From an optimization exercise on the open Yosys and OpenROAD flow, aimed at small area; shortcuts taken in it are not production practice.
Only simulation tests tie the RTL to the original design; equivalence was not proved.
Power and IR drop assume default switching activity.

== alpha ==
==> flow/design.v <==
`timescale 1ns / 1ps
module Game(
  input Clk100M,
  input rst,   
  input btnS,  
  input btnU,  
  input btnD,  
  output wire [7:0] seg,
  output wire [3:0] an
 );
localparam [4:0] C_FF = 5'd0, C_0 = 5'd10, C_L = 5'd11, C_E = 5'd12, C_Y = 5'd13,
                 C_A = 5'd14, C_U = 5'd15, C_H = 5'd19;
reg [1:0] bcnt;    
reg [3:0] dcnt;    
reg [7:0] m;       
wire tickBtn  = (bcnt == 2'd0);
wire tickDisp = (dcnt == 4'd0);
wire tick1Hz  = tickDisp & (m == 8'd198);
always @(posedge Clk100M) begin
  if (rst) begin
    bcnt <= 2'd3;
    dcnt <= 4'd10;
    m <= 8'd255;
  end
  else begin
    bcnt <= tickBtn ? 2'd2 : bcnt - 2'd1;
    dcnt <= tickDisp ? 4'd9 : dcnt - 4'd1;
    if (tickDisp) m <= (m == 8'd199) ? 8'd0 : m + 8'd1;
  end
end
reg uL, dL, sL;    
reg uR, dR, sR;    
always @(posedge Clk100M) begin
  if (rst) begin
    uL <= 0; dL <= 0; sL <= 0;
    uR <= 0; dR <= 0; sR <= 0;
  end
  else if (tickBtn) begin
    uL <= btnU; dL <= btnD; sL <= btnS;
    uR <= btnU & ~uL; dR <= btnD & ~dL; sR <= btnS & ~sL;
  end
end
wire blipPhase = (bcnt == 2'd1);
wire upB = uR & blipPhase;
wire downB = dR & blipPhase;
wire startB = sR & blipPhase;
reg [12:0] rnd;
reg [10:0] sgc;
reg special, genBit0;
reg prelimSig, startCountDown, counting, doneCounting, finished, gameSig;
reg [2:0] cdn;    
reg [1:0] lvl;
reg answerSig, startGen, gpRun, gpPF;
reg [5:0] numSpecial;    
reg [3:0] gameTime;
wire genSym = (gameTime != 4'd0) && (gameTime != 4'd15);   
reg [4:0] gs0, gs1, gs2, gs3;    
reg apRun, postSig, aFlag;
reg [2:0] aTime;    
wire apPF = aTime[2] & aTime[1];
reg ppRun, levelComplete;
reg [2:0] pTime;    
wire ppPF = pTime[2] & pTime[1];
reg [7:0] userCount;
reg ucCounting;
reg difference, sCounting;
reg incLevel, lose;
reg victory, newLevel;
reg [1:0] curLevel;
reg pre, game, answer, post;
always @(posedge Clk100M) begin
  if (rst) rnd <= 13'hf;
  else rnd <= {rnd[11:0], rnd[12] ^ rnd[3] ^ rnd[2] ^ rnd[0]};
end
wire [10:0] th = curLevel[1] ? (curLevel[0] ? 11'd499 : 11'd1499) : 11'd1999;
wire genNow = genSym & (sgc >= th);
wire generated = (sgc == 11'd0);
always @(posedge Clk100M) begin
  special <= genNow & ~genBit0;
  if (genNow) sgc <= 0;
  else if (~&sgc) sgc <= sgc + 11'd1;
end
always @(posedge Clk100M) begin
  if (rst) genBit0 <= 1;
  else if (genNow) genBit0 <= rnd[0];
end
wire lose_n = levelComplete ? difference : lose;
wire victory_n = (incLevel && curLevel == 2'd3) ? 1'b1 : victory;
wire pre_n    = prelimSig ? 1'b1 : (gameSig | answerSig | postSig) ? 1'b0 : pre;
wire game_n   = prelimSig ? 1'b0 : gameSig ? 1'b1 : (answerSig | postSig) ? 1'b0 : game;
wire answer_n = (prelimSig | gameSig) ? 1'b0 : answerSig ? 1'b1 : postSig ? 1'b0 : answer;
wire post_n   = (prelimSig | gameSig | answerSig) ? 1'b0 : postSig ? 1'b1 : post;
reg [2:0] cc_n;
reg [1:0] lvl_n;
reg fin_n;
always @* begin
  cc_n = cdn; lvl_n = lvl; fin_n = finished;
  if (tick1Hz) begin
    if (counting && cdn == 3'd7) begin
      lvl_n = curLevel; cc_n = 3'd6;
    end
    else if (counting && cdn != 3'd1) begin
      cc_n = cdn - 3'd1; fin_n = 0;
    end
    else if (counting) begin
      fin_n = 1; cc_n = 3'd7;
    end
    else fin_n = 0;
  end
end
wire [4:0] newSym = {1'b1, rnd[4:1]};
wire [4:0] gs0_n = generated ? newSym : gameSig ? {1'b0, gs0[3:0]} : gs0;
wire [4:0] gs1_n = generated ? gs0 : gameSig ? {1'b0, gs1[3:0]} : gs1;
wire [4:0] gs2_n = generated ? gs1 : gameSig ? {1'b0, gs2[3:0]} : gs2;
wire [4:0] gs3_n = generated ? gs2 : gameSig ? {1'b0, gs3[3:0]} : gs3;
wire aFlag_n = (answerSig && !apRun) ? 1'b0 : (apPF && apRun) ? aFlag : 1'b1;
always @(posedge Clk100M) begin
  if (rst) begin
    prelimSig <= 0; startCountDown <= 0; counting <= 0; doneCounting <= 0;
    finished <= 0; gameSig <= 0; cdn <= 3'd7;
    answerSig <= 0; startGen <= 0; gpRun <= 0; gpPF <= 0;
    gameTime <= 0;
    apRun <= 0; postSig <= 0; aFlag <= 0; aTime <= 0;
    ppRun <= 0; levelComplete <= 0; pTime <= 0;
    ucCounting <= 0; sCounting <= 0;
    incLevel <= 0; lose <= 0; victory <= 0; newLevel <= 0; curLevel <= 2'd1;
    pre <= 0; game <= 0; answer <= 0; post <= 0;
  end
  else begin
    prelimSig <= startB | newLevel;
    startCountDown <= prelimSig;
    gameSig <= doneCounting;
    if (startCountDown && !counting) counting <= 1;
    else if (finished && counting) begin
      counting <= 0; doneCounting <= 1;
    end
    else doneCounting <= 0;
    cdn <= cc_n; finished <= fin_n;
    startGen <= gameSig;
    if (gameSig) gpRun <= 1;
    if (gpPF && gpRun) begin
      gpRun <= 0; answerSig <= 1;
    end
    else answerSig <= 0;
    if (tick1Hz) begin
      if (gpRun && !gpPF && gameTime < 4'd14) begin
        gameTime <= gameTime + 4'd1; gpPF <= 0;
      end
      else if (gpRun && gameTime == 4'd14) gameTime <= 4'd15;
      else if (gpRun && gameTime == 4'd15) begin
        gpPF <= 1; gameTime <= 0;
      end
      else gpPF <= 0;
    end
    if (answerSig && !apRun) apRun <= 1;
    else if (apPF && apRun) begin
      apRun <= 0; postSig <= 1;
    end
    else postSig <= 0;
    aFlag <= aFlag_n;
    if (tick1Hz) begin
      if (apRun && aTime < 3'd5) aTime <= aTime + 3'd1;
      else if (apRun && aTime == 3'd5) aTime <= 3'd6;
      else if (apPF) aTime <= 3'd0;
    end
    if (postSig && !ppRun) ppRun <= 1;
    else if (ppPF && ppRun) begin
      ppRun <= 0; levelComplete <= 1;
    end
    else levelComplete <= 0;
    if (tick1Hz) begin
      if (ppRun && pTime < 3'd5) pTime <= pTime + 3'd1;
      else if (ppRun && pTime == 3'd5) pTime <= 3'd6;
      else if (ppPF) pTime <= 3'd0;
    end
    if (postSig) ucCounting <= 0;
    else if (startGen) ucCounting <= 1;
    if (postSig) sCounting <= 0;
    if (startGen) sCounting <= 1;
    lose <= lose_n;
    incLevel <= levelComplete & ~difference;
    if (incLevel) begin
      if (curLevel == 2'd3) victory <= 1;
      else begin
        curLevel <= curLevel + 2'd1; newLevel <= 1;
      end
    end
    else newLevel <= 0;
    pre <= pre_n; game <= game_n; answer <= answer_n; post <= post_n;
  end
end
always @(posedge Clk100M) begin
  lvl <= lvl_n;
  gs0 <= gs0_n; gs1 <= gs1_n; gs2 <= gs2_n; gs3 <= gs3_n;
  if (gameSig) numSpecial <= 0;
  if (generated && special) numSpecial <= numSpecial + 6'd1;
  if (postSig) ;
  else if (startGen) userCount <= 0;
  else if (upB && ucCounting) userCount <= userCount + 8'd1;
  else if (downB && ucCounting) userCount <= userCount - 8'd1;
  if (startGen) difference <= 0;
  if (sCounting) difference <= ({2'b00, numSpecial} != userCount);
end
wire [7:0] num = answer_n ? userCount : {2'b00, numSpecial};
wire [7:0] q = num / 8'd10;
wire [7:0] r = num % 8'd10;
wire [4:0] tensC = (q[3:0] == 4'd0) ? C_0 : (q[3:0] > 4'd9) ? C_FF : {1'b0, q[3:0]};
wire [4:0] onesC = (r[3:0] == 4'd0) ? C_0 : {1'b0, r[3:0]};
wire [1:0] k = m[1:0] + 2'd1;    
wire showNum = (answer_n & aFlag_n) | post_n;
wire idle_n = ~(pre_n | game_n | answer_n | post_n);
reg [4:0] gsSel, numSel, preSel, idleSel, fixSel;
always @* begin
  case (k)
    2'd0: gsSel = gs0_n;
    2'd1: gsSel = gs1_n;
    2'd2: gsSel = gs2_n;
    default: gsSel = gs3_n;
  endcase
  case (k)
    2'd0: numSel = tensC;
    2'd1: numSel = onesC;
    2'd2: numSel = C_FF;
    default: numSel = answer_n ? C_U : C_A;
  endcase
  preSel = (k == 2'd0) ? ((cdn == 3'd7) ? C_FF : (cdn == 3'd6) ? C_L : {2'b00, cdn}) :
           (k == 2'd1 && cdn == 3'd6) ? {3'b000, lvl} : C_FF;
  idleSel = (k == 2'd0) ? C_H : (k == 2'd1) ? 5'd1 : C_FF;
  if (lose_n)
    case (k)
      2'd0: fixSel = C_L;
      2'd1: fixSel = C_0;
      2'd2: fixSel = 5'd5;
      default: fixSel = C_E;
    endcase
  else
    case (k)
      2'd0: fixSel = C_Y;
      2'd1: fixSel = C_A;
      2'd2: fixSel = C_Y;
      default: fixSel = C_FF;
    endcase
end
wire [4:0] gsCode = {gsSel[4], gsSel[3:0] & {4{gsSel[4]}}};
wire [4:0] nxt = (lose_n | victory_n) ? fixSel :
                 ({5{pre_n}} & preSel) | ({5{game_n}} & gsCode) |
                 ({5{showNum}} & numSel) | ({5{idle_n}} & idleSel);
reg [4:0] pend;    
reg [4:0] code;    
always @(posedge Clk100M) begin
  if (dcnt == 4'd2) pend <= nxt;
end
always @(posedge Clk100M) begin
  if (rst) code <= C_FF;
  else if (tickDisp) code <= pend;
end
localparam [31:0] SEG0 = 32'haaaaa813;
localparam [31:0] SEG1 = 32'h25d51861;
localparam [31:0] SEG2 = 32'hcef41805;
localparam [31:0] SEG3 = 32'h99994093;
localparam [31:0] SEG4 = 32'h7bd622bb;
localparam [31:0] SEG5 = 32'hf4e3000f;
localparam [31:0] SEG6 = 32'hd7278c83;
localparam [31:0] SEG7 = 32'hffffffff;
assign seg = {SEG7[code], SEG6[code], SEG5[code], SEG4[code], SEG3[code], SEG2[code], SEG1[code], SEG0[code]};
assign an = (&m[7:3]) ? 4'b1111 : ~(4'b1000 >> m[1:0]);
endmodule
==> flow/config.mk <==
export PLATFORM = sky130hd
export DESIGN_NAME = Game
export DESIGN_NICKNAME = Game
export VERILOG_FILES = /design/flow/design.v
export SDC_FILE = /design/flow/constraint.sdc
export NUM_CORES = 4
export LEC_CHECK = 0
export ABC_AREA = 1
export CAP_MARGIN = 20
export CORE_MARGIN = 2
export CORE_UTILIZATION = 40
export SLEW_MARGIN = 20
==> flow/constraint.sdc <==
create_clock -name core_clock -period 10.0 [get_ports {Clk100M}]
set_input_delay 2.0000 -clock core_clock [delete_from_list [all_inputs] [get_ports {Clk100M}]]
set_output_delay 2.0000 -clock core_clock [all_outputs]
set_load 0.01 [all_outputs]
standard.sh (not shown) runs the stock make flow with config.mk's settings and CLKGATE_MAP_FILE= SYNTH_SCRIPT=/design/flow/synth_recipe.tcl, a recipe that flattens the netlist after the stock synthesis.
==> flow/flow/run.sh <==
#!/bin/bash
# Own layout flow: the standard ORFS flow (standard.sh) with two changes.
#  1. Synthesis maps the combinational logic with a stronger ABC area script
#     (flow/abc_area.script, used through ABC_AREA=1), and adders are left to
#     ABC as plain logic instead of being mapped to half/full adder cells
#     first (ADDER_MAP_FILE empty). Everything else in the synthesis,
#     including how registers are mapped and named, is unchanged.
#  2. Clock tree synthesis without dummy loads and with smaller clock buffers.
# Each step's full output goes to a log file of its own in this folder.
set -euo pipefail
W=$PWD
rm -rf "$W/scripts_abc"
cp -r "$FLOW_HOME/scripts" "$W/scripts_abc"
cp "$W/flow/abc_area.script" "$W/scripts_abc/abc_area.script"
SCRIPTS_DIR="$W/scripts_abc" ADDER_MAP_FILE= bash standard.sh synth > synth.log 2>&1
export CTS_ARGS="-sink_clustering_enable -repair_clock_nets -dont_use_dummy_load -buf_list sky130_fd_sc_hd__clkbuf_8"
bash standard.sh > layout.log 2>&1
==> flow/flow/abc_area.script <==
strash
&get -n
&st
&deepsyn -T 30
&put
dch -f
amap
topo
The following lists how beta was set up differently from alpha:
--- a/flow/design.v
+++ b/flow/design.v
@@ -45,18 +45,18 @@
 wire downB = dR & blipPhase;
 wire startB = sR & blipPhase;
 reg [12:0] rnd;
 reg [10:0] sgc;
-reg special, genBit0;
+reg special;
 reg prelimSig, startCountDown, counting, doneCounting, finished, gameSig;
 reg [2:0] cdn;    
 reg [1:0] lvl;
 reg answerSig, startGen, gpRun, gpPF;
 reg [5:0] numSpecial;    
 reg [3:0] gameTime;
 wire genSym = (gameTime != 4'd0) && (gameTime != 4'd15);   
-reg [4:0] gs0, gs1, gs2, gs3;    
-reg apRun, postSig, aFlag;
+reg [4:0] gs0, gs1, gs2, gs3;
+reg apRun, postSig;
 reg [2:0] aTime;    
 wire apPF = aTime[2] & aTime[1];
 reg ppRun, levelComplete;
 reg [2:0] pTime;    
@@ -73,17 +73,12 @@
   else rnd <= {rnd[11:0], rnd[12] ^ rnd[3] ^ rnd[2] ^ rnd[0]};
 end
 wire [10:0] th = curLevel[1] ? (curLevel[0] ? 11'd499 : 11'd1499) : 11'd1999;
 wire genNow = genSym & (sgc >= th);
-wire generated = (sgc == 11'd0);
-always @(posedge Clk100M) begin
-  special <= genNow & ~genBit0;
+always @(posedge Clk100M) begin
+  special <= genNow & ~gs0[0];
   if (genNow) sgc <= 0;
   else if (~&sgc) sgc <= sgc + 11'd1;
-end
-always @(posedge Clk100M) begin
-  if (rst) genBit0 <= 1;
-  else if (genNow) genBit0 <= rnd[0];
 end
 wire lose_n = levelComplete ? difference : lose;
 wire victory_n = (incLevel && curLevel == 2'd3) ? 1'b1 : victory;
 wire pre_n    = prelimSig ? 1'b1 : (gameSig | answerSig | postSig) ? 1'b0 : pre;
@@ -107,21 +102,21 @@
     end
     else fin_n = 0;
   end
 end
-wire [4:0] newSym = {1'b1, rnd[4:1]};
-wire [4:0] gs0_n = generated ? newSym : gameSig ? {1'b0, gs0[3:0]} : gs0;
-wire [4:0] gs1_n = generated ? gs0 : gameSig ? {1'b0, gs1[3:0]} : gs1;
-wire [4:0] gs2_n = generated ? gs1 : gameSig ? {1'b0, gs2[3:0]} : gs2;
-wire [4:0] gs3_n = generated ? gs2 : gameSig ? {1'b0, gs3[3:0]} : gs3;
-wire aFlag_n = (answerSig && !apRun) ? 1'b0 : (apPF && apRun) ? aFlag : 1'b1;
+wire [4:0] newSym = {1'b1, rnd[3:0]};
+wire [4:0] gs0_n = genNow ? newSym : doneCounting ? {1'b0, gs0[3:0]} : gs0;
+wire [4:0] gs1_n = genNow ? gs0 : doneCounting ? {1'b0, gs1[3:0]} : gs1;
+wire [4:0] gs2_n = genNow ? gs1 : doneCounting ? {1'b0, gs2[3:0]} : gs2;
+wire [4:0] gs3_n = genNow ? gs2 : doneCounting ? {1'b0, gs3[3:0]} : gs3;
+wire aFlag_n = ~((answerSig & ~apRun) | (apPF & apRun));
 always @(posedge Clk100M) begin
   if (rst) begin
     prelimSig <= 0; startCountDown <= 0; counting <= 0; doneCounting <= 0;
     finished <= 0; gameSig <= 0; cdn <= 3'd7;
     answerSig <= 0; startGen <= 0; gpRun <= 0; gpPF <= 0;
     gameTime <= 0;
-    apRun <= 0; postSig <= 0; aFlag <= 0; aTime <= 0;
+    apRun <= 0; postSig <= 0; aTime <= 0;
     ppRun <= 0; levelComplete <= 0; pTime <= 0;
     ucCounting <= 0; sCounting <= 0;
     incLevel <= 0; lose <= 0; victory <= 0; newLevel <= 0; curLevel <= 2'd1;
     pre <= 0; game <= 0; answer <= 0; post <= 0;
@@ -156,9 +151,8 @@
     else if (apPF && apRun) begin
       apRun <= 0; postSig <= 1;
     end
     else postSig <= 0;
-    aFlag <= aFlag_n;
     if (tick1Hz) begin
       if (apRun && aTime < 3'd5) aTime <= aTime + 3'd1;
       else if (apRun && aTime == 3'd5) aTime <= 3'd6;
       else if (apPF) aTime <= 3'd0;
@@ -190,17 +184,21 @@
   end
 end
 always @(posedge Clk100M) begin
   lvl <= lvl_n;
-  gs0 <= gs0_n; gs1 <= gs1_n; gs2 <= gs2_n; gs3 <= gs3_n;
+  gs0[4:1] <= gs0_n[4:1]; gs1 <= gs1_n; gs2 <= gs2_n; gs3 <= gs3_n;
   if (gameSig) numSpecial <= 0;
-  if (generated && special) numSpecial <= numSpecial + 6'd1;
+  if (special) numSpecial <= numSpecial + 6'd1;
   if (postSig) ;
   else if (startGen) userCount <= 0;
   else if (upB && ucCounting) userCount <= userCount + 8'd1;
   else if (downB && ucCounting) userCount <= userCount - 8'd1;
   if (startGen) difference <= 0;
   if (sCounting) difference <= ({2'b00, numSpecial} != userCount);
+end
+always @(posedge Clk100M) begin
+  if (rst) gs0[0] <= 1'b1;
+  else gs0[0] <= gs0_n[0];
 end
 wire [7:0] num = answer_n ? userCount : {2'b00, numSpecial};
 wire [7:0] q = num / 8'd10;
 wire [7:0] r = num % 8'd10;
@@ -211,12 +209,12 @@
 wire idle_n = ~(pre_n | game_n | answer_n | post_n);
 reg [4:0] gsSel, numSel, preSel, idleSel, fixSel;
 always @* begin
   case (k)
-    2'd0: gsSel = gs0_n;
-    2'd1: gsSel = gs1_n;
-    2'd2: gsSel = gs2_n;
-    default: gsSel = gs3_n;
+    2'd0: gsSel = gs0;
+    2'd1: gsSel = gs1;
+    2'd2: gsSel = gs2;
+    default: gsSel = gs3;
   endcase
   case (k)
     2'd0: numSel = tensC;
     2'd1: numSel = onesC;
[summary]
Side by side, clock input transition at the sequential cells of the worst setup and hold paths turned out higher in beta than in alpha.
Delta(power per cell area, beta - alpha) < 0
The lower number of vias in the routed layout of alpha and beta is in beta.
| power consumption | beta vs alpha | better |
The cell depth of the worst min-delay path reported for beta is smaller than that of alpha by 1.
Buffer count excluding the clock tree in the final layout: beta lower than alpha
Overall routing resource usage in beta is 0.43 points below alpha.
beta against alpha: time the worst path needs with I/O delays and setup lost 0.021 ns, fraction of standard cell area that is sequential went up 2.3 points.
Sort alpha and beta by post-synthesis register bit count asc -> top: beta

## afterwards: timing with drivers on the ports
The flow's constraints put no driver on any port. The routed layouts listed below were extracted and timed again, unchanged, in two steps. Step 1 assumes that a clkbuf_16 drives the clock port and a buf_2 every other input. Step 2 moves the port delays by t, midway between the first and last clock arrival at a register: inputs arrive t later, outputs are due t later. That takes back most of the time a late clock gives input paths. Slacks: no drivers / after step 1 / after step 2; pairs: no drivers / after step 1.
run	shift t [ns]	slack for setup (ns)	clock arrival spread, ns
alpha	0.466	5.396 / 5.360 / 5.501	0.026 / 0.026
beta	0.463	5.417 / 5.382 / 5.360	0.027 / 0.027
After both steps every run listed still meets setup and hold. The setup slack of beta, which loses most, moves by -0.035 ns with the drivers and by -0.057 ns with both steps.
